What follows belongs to an exercise in optimizing a design on an open flow for small area, a short achievable clock period and few clock cycles; a production flow would make more cautious choices. Where RTL was checked, it was by simulation tests only, not by an equivalence proof against the original. Power figures rest on the tool's default switching activity, not on a simulated workload.

## finder
module finder(clk,rst_n,wr,din,find,dfind,full,is,location);
Size: about 530 flip-flops, ~28 I/O pins, about 0.025 mm2 of cells after synthesis.
clock: 8.0 ns
lec_check: 0
cap_margin: 20
core_margin: 2
core_utilization: 50
cts_buf_list: sky130_fd_sc_hd__clkbuf_8
cts_cluster_diameter: 60
cts_cluster_size: 18
setup_slack_margin: 4.65
slew_margin: 20
run.sh (not shown) runs the stock make flow with config.mk's settings and CLKGATE_MAP_FILE= SYNTH_SCRIPT=/design/flow/synth_recipe.tcl, a recipe that flattens the netlist after the stock synthesis.
Testbench counts at the start, summed over its fixed seeds: cycles 2,400.
Then changed:
CORE_UTILIZATION = 40   (was 50)
Critical path depth is unchanged. Sequential share of layout area climbs by 1.5 points. Worst setup slack gains 0.097 ns. Total power drops by 1.9%. Global-route usage drops by 6.5 points. Maximum frequency climbs by 2.8%. Wire length drops by 1.8%. Count of clock-buffer cells in the layout does not change. Clock skew hardly moves.
Then changed:
SETUP_SLACK_MARGIN = 4.8   (was 4.65)
=>
- The changed run ran to the end with no violations
- power increases by a few percent
- utilization increases by 2.5 points
- routed wire length increases by a few percent
- final area increases by a few percent
- final cell count increases by a few percent
- sequential share of layout area decreases by 2.9 points
- count of clock-buffer cells in the layout decreases by 2
- global-route usage increases by 1.6 points
- fmax decreases slightly
Then changed:
SETUP_SLACK_MARGIN = 4.5   (was 4.8)
The changed run went through all stages and came out clean. Synthesized area is unchanged. Worst setup slack improves by 0.032 ns. Routed wire length went down by 8.8%. Power falls by 4.3%. Non-clock buffer count decreases by 116. Design area shrinks by 7.0%. Utilization goes down by 3.4 points. Worst hold slack gets worse by 0.027 ns. Register-to-register slack gets worse by 0.16 ns. Sequential power is about the same. Critical path depth is higher by 4.
Then changed:
CORE_UTILIZATION = 35   (was 40)
SETUP_SLACK_MARGIN = 4.65   (was 4.5)
Result: The new run went through all stages and came out clean; utilization decreases by 3.0 points; synthesized cell count stays the same; count of clock-buffer cells in the layout stays the same; clock skew decreases by 0.0045 ns; power increases slightly; clock power decreases by a few percent; wire length increases by roughly a tenth; register-to-register slack gains 0.22 ns; via count increases by a few percent; global-route usage decreases by 2.2 points.
Then changed:
CORE_UTILIZATION = 30   (was 35)
Sequential power stays flat.
Clock power increases by about 3%.
Flip-flop and latch count stays the same.
Core utilization drops by 7.3 points.

* * *

exp/indigo:
The RTL this note starts from:
==> flow/design.v <==
module finder(clk,rst_n,wr,din,find,dfind,full,is,location);
	input clk;
	input rst_n;
	input wr;
	input [7:0] din;
	input find;
	input [7:0] dfind;
	output reg full;
	output reg is;
	output [5:0] location;
	reg [7:0] mem [0:62];
	reg [5:0] pointer;
	always @(posedge clk or negedge rst_n)
		if (!rst_n) begin
			pointer <= 6'd0;
			full <= 1'b0;
		end else if (wr) begin
			if (pointer != 6'd63) begin
				pointer <= pointer + 6'd1;
				full <= 1'b0;
			end else begin
				pointer <= 6'd0;
				full <= 1'b1;
			end
		end
	genvar i;
	generate
		for (i = 0; i < 63; i = i + 1) begin : g_mem
			wire we;
			and2 u_we (.a(wr), .b(pointer == i), .y(we));
			always @(posedge clk)
				if (we)
					mem[i] <= din;
		end
	endgenerate
	wire [5:0] p = location;	 
	wire [63:0] m;
	generate
		for (i = 0; i < 63; i = i + 1) begin : g_cmp
			assign m[i] = (mem[i] == dfind);
		end
	endgenerate
	assign m[63] = 1'b0;
	wire [31:0] hs;
	generate
		for (i = 0; i < 32; i = i + 1) begin : g_h
			assign hs[i] = (m[i] & ~p[5] & (p[4:0] <= i)) |
			               (m[32 + i] & p[5] & (p[4:0] <= i));
		end
	endgenerate
	function [5:0] first32(input [31:0] v);
		reg [4:0] idx;
		integer k;
		begin
			idx = 5'd0;
			for (k = 31; k >= 0; k = k - 1)
				if (v[k]) idx = k;
			first32 = {|v, idx};
		end
	endfunction
	wire [5:0] c_h = first32(hs);
	wire [5:0] c_l = first32(m[31:0]);
	wire [5:0] c_u = first32(m[63:32]);
	reg n_h, s_l, s_u, loc5;
	reg [4:0] i_h, i_l, i_u;
	always @(posedge clk or negedge rst_n)
		if (!rst_n) begin
			is <= 1'b0;
			n_h <= 1'b0;
			s_l <= 1'b0;
			s_u <= 1'b0;
			loc5 <= 1'b0;
			i_h <= 5'd0;
			i_l <= 5'd0;
			i_u <= 5'd0;
		end else if (find) begin
			is <= c_l[5] | c_u[5];
			n_h <= ~c_h[5];
			s_l <= ~c_h[5] & (p[5] ? c_l[5] : ~c_u[5]);
			s_u <= ~c_h[5] & (p[5] ? ~c_l[5] : c_u[5]);
			loc5 <= c_h[5] ? p[5] : (p[5] ? ~c_l[5] : c_u[5]);
			i_h <= c_h[4:0];
			i_l <= c_l[4:0];
			i_u <= c_u[4:0];
		end
	assign location = {loc5, ({5{~n_h}} & i_h) | ({5{s_l}} & i_l) | ({5{s_u}} & i_u)};
endmodule
module and2(a, b, y);
	input a;
	input b;
	output y;
	assign y = a & b;
endmodule
clock: 8.0 ns
lec_check: 0
cap_margin: 20
core_margin: 2
core_utilization: 40
cts_buf_list: sky130_fd_sc_hd__clkbuf_8
cts_cluster_diameter: 60
cts_cluster_size: 18
setup_slack_margin: 4.6
slew_margin: 20
synth_hierarchical: 1
> inputs changed (exp/indigo -> exp/harbor)
Settings: SETUP_SLACK_MARGIN changed from 4.6 to 4.5.
## What came out
In summary, exp/harbor completed successfully, with a layout that passed the timing, DRC and antenna checks. Changes observed in exp/harbor relative to exp/indigo: post-route core utilization now sits lower; final period utilization now sits lower; wire length now sits lower; worst setup slack after layout now sits higher; area growth from synthesis to layout now sits lower.
No run of this note included a check of the RTL's function; only the layout flow was run.

* * *

run 1:
RTL: one of the versions met above, not the one the previous note started from.
Size in the first run: roughly 530 flip-flops, ~28 I/O pins, roughly 25000 µm² of cells after synthesis.
==> flow/config.mk <==
export PLATFORM = sky130hd
export DESIGN_NAME = finder
export DESIGN_NICKNAME = finder
export VERILOG_FILES = /design/flow/design.v
export SDC_FILE = /design/flow/constraint.sdc
export NUM_CORES = 4
export LEC_CHECK = 0
export CAP_MARGIN = 20
export CORE_MARGIN = 2
export CORE_UTILIZATION = 40
export CTS_BUF_LIST = sky130_fd_sc_hd__clkbuf_8
export CTS_CLUSTER_DIAMETER = 60
export CTS_CLUSTER_SIZE = 18
export SETUP_SLACK_MARGIN = 4.6
export SLEW_MARGIN = 20
==> flow/constraint.sdc <==
create_clock -name core_clock -period 8.0 [get_ports {clk}]
set_input_delay 1.6000 -clock core_clock [delete_from_list [all_inputs] [get_ports {clk}]]
set_output_delay 1.6000 -clock core_clock [all_outputs]
set_load 0.01 [all_outputs]
Testbench counts of run 1, summed over its fixed seeds: cycles 2,400.
Edits applied to the flow inputs when going from run 1 to run 2:
Settings: changing CORE_UTILIZATION from 40 to 25; changing SETUP_SLACK_MARGIN from 4.6 to 4.65.
Findings:
- For share of the cycle needed by the critical path after routing, run 2 and run 1 come out practically identical.
- Run 2: number of tap instances higher than run 1
- Run 2 and run 1 ended up with nearly the same count of final max-slew check failures.
- Run 1 -> run 2: setup TNS delta 0, exact match
- The smallest hold slack of run 2 exceeds that of run 1 by 0.016 ns.
- Run 2 vs run 1: number of core rows up in run 2
- Run 2 falls short of run 1 in design area.
- Compared with run 1, in run 2 routed length on met2 higher, final cell count higher.
Here is what was changed in the inputs of run 3 compared with run 2.
Settings: a change of SETUP_SLACK_MARGIN from 4.65 to 4.7; a change of CORE_UTILIZATION from 25 to 40.
[summary]
- Routing usage on met3 in run 3 vs run 2: up 1.6 points
- In run 3 relative to run 2, chip width had gone down by more than 10%.
- Startpoint of the worst setup timing path = s_l$_DFFE_PN0P_: run 2; startpoint of the worst setup timing path = s_u$_DFFE_PN0P_: run 3
- Sort run 2 and run 3 by share of final layout cell area taken by non-clock buffers, descending, and run 3 comes first.
- Clock skew: run 3 vs run 2 — no meaningful difference
- Run 3: full flow OK, the timing, DRC and antenna checks passed

* * *

Another version of the RTL of finder (not shown whole).
For scale: roughly 28 I/O pins.
==> flow/config.mk <==
export PLATFORM = sky130hd
export DESIGN_NAME = finder
export DESIGN_NICKNAME = finder
export VERILOG_FILES = /design/flow/design.v
export SDC_FILE = /design/flow/constraint.sdc
export NUM_CORES = 4
export LEC_CHECK = 0
export CAP_MARGIN = 20
export CORE_MARGIN = 2
export CORE_UTILIZATION = 40
export SETUP_SLACK_MARGIN = 5.0
export SLEW_MARGIN = 20
==> flow/constraint.sdc <==
create_clock -name core_clock -period 8.0 [get_ports {clk}]
set_input_delay 1.6000 -clock core_clock [delete_from_list [all_inputs] [get_ports {clk}]]
set_output_delay 1.6000 -clock core_clock [all_outputs]
set_load 0.01 [all_outputs]
Testbench counts at the start, summed over its fixed seeds: cycles 2,400.
Edit:
--- a/flow/config.mk
+++ b/flow/config.mk
@@ -11 +11,4 @@
-export SETUP_SLACK_MARGIN = 5.0
+export CTS_BUF_LIST = sky130_fd_sc_hd__clkbuf_8
+export CTS_CLUSTER_DIAMETER = 60
+export CTS_CLUSTER_SIZE = 18
+export SETUP_SLACK_MARGIN = 4.5
@@ -12,0 +16 @@
+export TNS_END_PERCENT = 10
The changed run finished clean.
Total power falls by 14%.
Area after synthesis does not change.
Via count falls by 5.5%.
Sequential cell count does not change.
Routed wire length falls by 6.1%.
Cell count falls by 7.0%.
Combinational power falls by 20%.
Count of clock-buffer cells in the layout falls by 18.
Utilization falls by 6.3 points.
Clock power falls by 30%.

* * *

Setup of v48:
Starting RTL as in the previous note.
==> flow/config.mk <==
export PLATFORM = sky130hd
export DESIGN_NAME = finder
export DESIGN_NICKNAME = finder
export VERILOG_FILES = /design/flow/design.v
export SDC_FILE = /design/flow/constraint.sdc
export NUM_CORES = 4
export LEC_CHECK = 0
export ABC_CLOCK_PERIOD_IN_PS = 2500
export CAP_MARGIN = 20
export CORE_MARGIN = 2
export CORE_UTILIZATION = 40
export CTS_BUF_LIST = sky130_fd_sc_hd__clkbuf_8
export CTS_CLUSTER_DIAMETER = 60
export CTS_CLUSTER_SIZE = 18
export SETUP_SLACK_MARGIN = 4.5
export SLEW_MARGIN = 20
==> flow/constraint.sdc <==
create_clock -name core_clock -period 8.0 [get_ports {clk}]
set_input_delay 1.6000 -clock core_clock [delete_from_list [all_inputs] [get_ports {clk}]]
set_output_delay 1.6000 -clock core_clock [all_outputs]
set_load 0.01 [all_outputs]
Testbench counts of v48, summed over its fixed seeds: cycles 2,400.
What v19 does differently from v48 at the input level:
- ABC_CLOCK_PERIOD_IN_PS no longer set, was 2500
- CORE_UTILIZATION now 65, was 40
## What came out
On v19: power share of the combinational group is 0.9 points higher than what v48 gave.
Number of design rule violations left after detail routing across v19 and v48: no real change.
v19 | stages: all done | timing, DRC, antenna: all pass
v19 against v48: signed area change from the synthesized netlist to the final layout fell 2.1 points; cell-internal power fell 3.3%.
On share of the final layout cell area in sequential cells, the lower figure sits with v48, not v19.
Taking v48 as the reference point, the part of the power in the clock network of v19 falls by 2.8 points.
Modified inputs, v25 compared to v19
- changing CORE_UTILIZATION from 65 to 40
- setting ABC_AREA to 1 for the first time
### Flow results
v25 and v19 ended up with nearly the same non-clock buffer area fraction after layout.
v19 has a lower time the final worst path needs with I/O delays and setup than v25.
Compared with v19, in v25 quantity of gates resized following cts increased by 102 relative to the old numbers; die footprint increased by 67% relative to the old numbers; worst-path maximum fanout decreased by 8 relative to the old numbers.
For v49, these inputs were changed with respect to v25:
- a deleted ABC_AREA that had been 1
- an added ABC_CLOCK_PERIOD_IN_PS of 1500
--- outcome ---
Going from v25 to v49, worst clock skew rose 0.0041 ns; setup slack now sits higher; clock-pin slew reported for the worst setup and hold paths after clock tree synthesis held; worst reg2reg path depth went down by 47; power density relative to cell area saw an increase.
Looking at fraction of the yosys area taken by sequential cells, v49 sits above v25.
v49 reports a lower wire length than v25 does.
Comparing v25 with v49, the fraction of area in non-clock buffers came out essentially unchanged.
Between v49 and v25, the global-route track usage on met3 is lower for v49.
Between v49 and v25, fraction of the cycle the final worst path needs is higher for v25, v49 comes in under that.
Here is what was changed in the inputs of v16 compared with v49.
- ABC_CLOCK_PERIOD_IN_PS no longer set, was 1500
- CTS_CLUSTER_SIZE now 30, was 18
- CTS_CLUSTER_DIAMETER now 100, was 60
- CTS_BUF_LIST now sky130_fd_sc_hd__clkbuf_16, was sky130_fd_sc_hd__clkbuf_8
==> run notes <==
Summary of the comparison: total buffers and inverters traversed by the critical path is lower in v16, relative to v49.
Compared with v49, in v16 post-CTS setup-driven buffer insertion count up 13; via count down 166; cell area up 120 µm²; count of antenna diodes in the layout down 1.
v16 vs. v49: peak ir drop on the vdd network fell 0.77%; logic depth of the worst path, buffers included rose 6.
Of the two values seen for critical path's slowest cell, nor4_4 was produced by v16 and dfrtp_2 by v49.
In v16, number of buffers other than clock buffers in the final layout is higher than in v49.
Critical path startpoint: dfind[2] -> v16, anyh_r$_DFFE_PN0P_ -> v49
Summary: final worst-path setup slack, v16 worse than v49
Changes in v44 relative to v16:
- removing CTS_BUF_LIST (formerly sky130_fd_sc_hd__clkbuf_16)
- removing CTS_CLUSTER_DIAMETER (formerly 100)
- removing CTS_CLUSTER_SIZE (formerly 30)
--- outcome ---
- Diff v16 -> v44: logic depth of the worst setup path including buffers higher; post-synthesis to final-layout area growth rose by 6.8 points; total wire length after detailed routing up 3.0%.
- Re met2 track demand over resource: v44 is 0.64 points up on v16.
- Power density relative to cell area: v44 vs v16 up 12%
- Going from v16 to v44, design area grows by 5.9%.
- Largest fanout of any net on the critical path (lower): v44
- Comparing worst path setup slack after routing for v44 and v16, the bigger number came from v44.
- v44: done, clean on timing, DRC and antenna

* * *

Another version of the RTL of finder (not shown whole).
For scale: ~1,900 cells after synthesis, roughly 540 flip-flops, ~0.025 mm² of cells after synthesis.
Settings: LEC_CHECK=0, CAP_MARGIN=20, CORE_MARGIN=2, CORE_UTILIZATION=40, CTS_BUF_LIST=sky130_fd_sc_hd__clkbuf_8, CTS_CLUSTER_DIAMETER=60, CTS_CLUSTER_SIZE=18, SETUP_SLACK_MARGIN=4.8, SLEW_MARGIN=20, SYNTH_HIERARCHICAL=1; clock period 8.0 ns.
The first run produced a clean layout.
Change:
Settings changed: SETUP_SLACK_MARGIN 4.8 to 4.5.
Effect: The new run passed the timing, DRC and antenna checks; worst setup slack gains 32 ps; sequential share of layout area climbs by 2.6 points; die area does not change; sequential power is about the same; global-route usage drops by 0.93 points; register-to-register slack is worse by 260 ps; area after synthesis is unchanged; final cell count went down by 2.3%; clock power is higher by about 3%; power came out lower by 1.1%.
No functional check of the RTL was part of any run of this note.

* * *

finder with an RTL version that a note above also has.
For scale: about 1900 cells after synthesis, about 28 I/O pins.
make LEC_CHECK=0 CAP_MARGIN=20 CORE_MARGIN=2 CORE_UTILIZATION=40 CTS_BUF_LIST=sky130_fd_sc_hd__clkbuf_8 CTS_CLUSTER_DIAMETER=60 CTS_CLUSTER_SIZE=18 PLACE_DENSITY=0.75 SETUP_SLACK_MARGIN=4.5 SLEW_MARGIN=20 finish   # period 8.0 ns
The starting point completed with no timing, DRC or antenna violations.
Testbench counts at the start, summed over its fixed seeds: cycles 2,400.
Edit:
--- a/flow/config.mk
+++ b/flow/config.mk
@@ -12,5 +12,4 @@
 export CTS_CLUSTER_DIAMETER = 60
 export CTS_CLUSTER_SIZE = 18
-export PLACE_DENSITY = 0.75
 export SETUP_SLACK_MARGIN = 4.5
 export SLEW_MARGIN = 20
Result: Area after synthesis is unchanged; cell area is lower by 0.85%; global-route usage is higher by 0.65 points; final cell count is lower by 0.49%; total power is higher by 3.7%; via count is lower by 3.6%; worst hold slack gets worse by 0.022 ns; register-to-register slack gets worse by 0.09 ns; first-iteration DRC count is lower by 13%; utilization is lower by 0.39 points; count of clock-buffer cells in the layout is higher by 7.
Edit:
--- a/flow/config.mk
+++ b/flow/config.mk
@@ -12,4 +12,4 @@
 export CTS_CLUSTER_DIAMETER = 60
 export CTS_CLUSTER_SIZE = 18
-export SETUP_SLACK_MARGIN = 4.5
+export SETUP_SLACK_MARGIN = 4.7
 export SLEW_MARGIN = 20
First-iteration DRC count came out higher by 7.0%.
Fmax barely changes.
Sequential share of layout area came out lower by 2.8 points.
Global-route usage came out higher by 1.4 points.
Setup slack gets better by 0.0033 ns.
Clock power barely changes.
Clock-buffer cell count came out lower by 2.
Power came out higher by about 1.7%.
Sequential power barely changes.
Utilization came out higher by 2.5 points.
Edit:
==> flow/flow/run.sh (new file) <==
#!/bin/bash
# Standard layout (standard synthesis and every standard step), with ORFS's
# power recovery enabled after global-route repair: it downsizes cells on
# paths that have slack to spare.
set -euo pipefail
bash standard.sh RECOVER_POWER=100 finish > flow_make.log 2>&1
==> flow/standard.sh (new file) <==
#!/bin/bash
# synth_recipe.tcl (not shown) runs the flow's synth.tcl, then flattens the netlist and writes it again
# the make line also repeats each setting of config.mk as NAME=value (left out here)
make -C /OpenROAD-flow-scripts/flow DESIGN_CONFIG=/design/flow/config.mk WORK_HOME=/design/flow/orfs CLKGATE_MAP_FILE= SYNTH_SCRIPT=/design/flow/synth_recipe.tcl "${@:-finish}"
--- a/flow/config.mk
+++ b/flow/config.mk
@@ -12,4 +12,4 @@
 export CTS_CLUSTER_DIAMETER = 60
 export CTS_CLUSTER_SIZE = 18
-export SETUP_SLACK_MARGIN = 4.7
+export SETUP_SLACK_MARGIN = 4.5
 export SLEW_MARGIN = 20
removed: flow/run.sh
This time the run produced a layout that fails on capacitance limit, slew limit.
Die area is unchanged.
Power is lower by a few percent.
Utilization is lower by 2.8 points.
Routed wire length is lower by a few percent.
Combinational power is lower by roughly a tenth.
Sequential power barely changes.
Worst setup slack degrades by 1.6 ns.
Register-to-register slack degrades by 0.39 ns.
Critical path depth is higher by 5.
Hold slack degrades by 0.027 ns.

[separate check: timing with driven ports]
How much do the figures lean on ideal ports? The routed layouts below were timed once more, with nothing changed but the port constraints.
Step 1 assumes that a clkbuf_16 drives the clock port and a buf_2 every other input.
Step 2, shift: input delay + t, output delay - t, t = (earliest + latest rising clock arrival at the registers) / 2. This alone moves slack from input paths to output paths.
a / b / c = ideal / step 1 / step 2; a / b = the first two.
run | t (ns) | setup slack, ns | worst setup path after step 2 | latest minus earliest clock arrival (ns) | cell pins on the clock port's net
the first run of note 1 | 0.702 | 4.451 / 4.399 / 3.741 | input to register | 0.038 / 0.038 | 1
the second run of note 1 | 0.702 | 4.548 / 4.489 / 3.788 | input to register | 0.038 / 0.038 | 1
the third run of note 1 | 0.714 | 4.478 / 4.426 / 3.900 | input to register | 0.042 / 0.042 | 1
the fourth run of note 1 | 0.708 | 4.509 / 4.457 / 3.749 | input to register | 0.038 / 0.039 | 1
the fifth run of note 1 | 0.709 | 4.554 / 4.487 / 3.778 | input to register | 0.035 / 0.036 | 1
the sixth run of note 1 | 0.697 | 4.591 / 4.444 / 3.747 | input to register | 0.047 / 0.047 | 1
exp/indigo | 0.709 | 4.471 / 4.354 / 3.646 | input to register | 0.051 / 0.051 | 1
exp/harbor | 0.714 | 4.514 / 4.424 / 3.710 | input to register | 0.044 / 0.044 | 1
run 1 | 0.684 | 4.516 / 4.460 / 3.776 | input to register | 0.033 / 0.034 | 1
run 2 | 0.704 | 4.526 / 4.472 / 3.832 | input to register | 0.038 / 0.037 | 1
run 3 | 0.716 | 4.460 / 4.402 / 3.841 | input to register | 0.033 / 0.033 | 1
the first run of note 4 | 0.680 | 4.340 / 4.205 / 3.525 | input to register | 0.036 / 0.036 | 1
the second run of note 4 | 0.716 | 4.319 / 4.188 / 3.472 | input to register | 0.046 / 0.046 | 1
v48 | 0.707 | 4.498 / 4.392 / 3.685 | input to register | 0.076 / 0.077 | 1
v19 | 0.701 | 4.410 / 4.259 / 3.559 | input to register | 0.045 / 0.045 | 1
v25 | 0.719 | 2.675 / 2.674 / 1.955 | input to register | 0.066 / 0.066 | 1
v49 | 0.707 | 4.498 / 4.392 / 3.685 | input to register | 0.076 / 0.077 | 1
v16 | 0.649 | 4.469 / 4.332 / 3.683 | input to register | 0.059 / 0.058 | 1
v44 | 0.678 | 4.472 / 4.354 / 3.675 | input to register | 0.050 / 0.049 | 1
the first run of note 6 | 0.716 | 4.360 / 4.302 / 3.866 | input to register | 0.066 / 0.066 | 1
the second run of note 6 | 0.719 | 4.392 / 4.378 / 3.659 | input to register | 0.036 / 0.036 | 1
the first run of note 7 | 0.699 | 4.427 / 4.260 / 3.561 | input to register | 0.056 / 0.056 | 1
the second run of note 7 | 0.707 | 4.498 / 4.392 / 3.685 | input to register | 0.076 / 0.077 | 1
the third run of note 7 | 0.713 | 4.502 / 4.392 / 3.680 | input to register | 0.051 / 0.051 | 1
the fourth run of note 7 | 0.704 | 2.885 / 2.745 / 2.041 | input to register | 0.069 / 0.070 | 1
For the first run of note 7, which loses most, drivers alone change the setup slack by -0.167 ns; drivers and shift together by -0.866 ns.
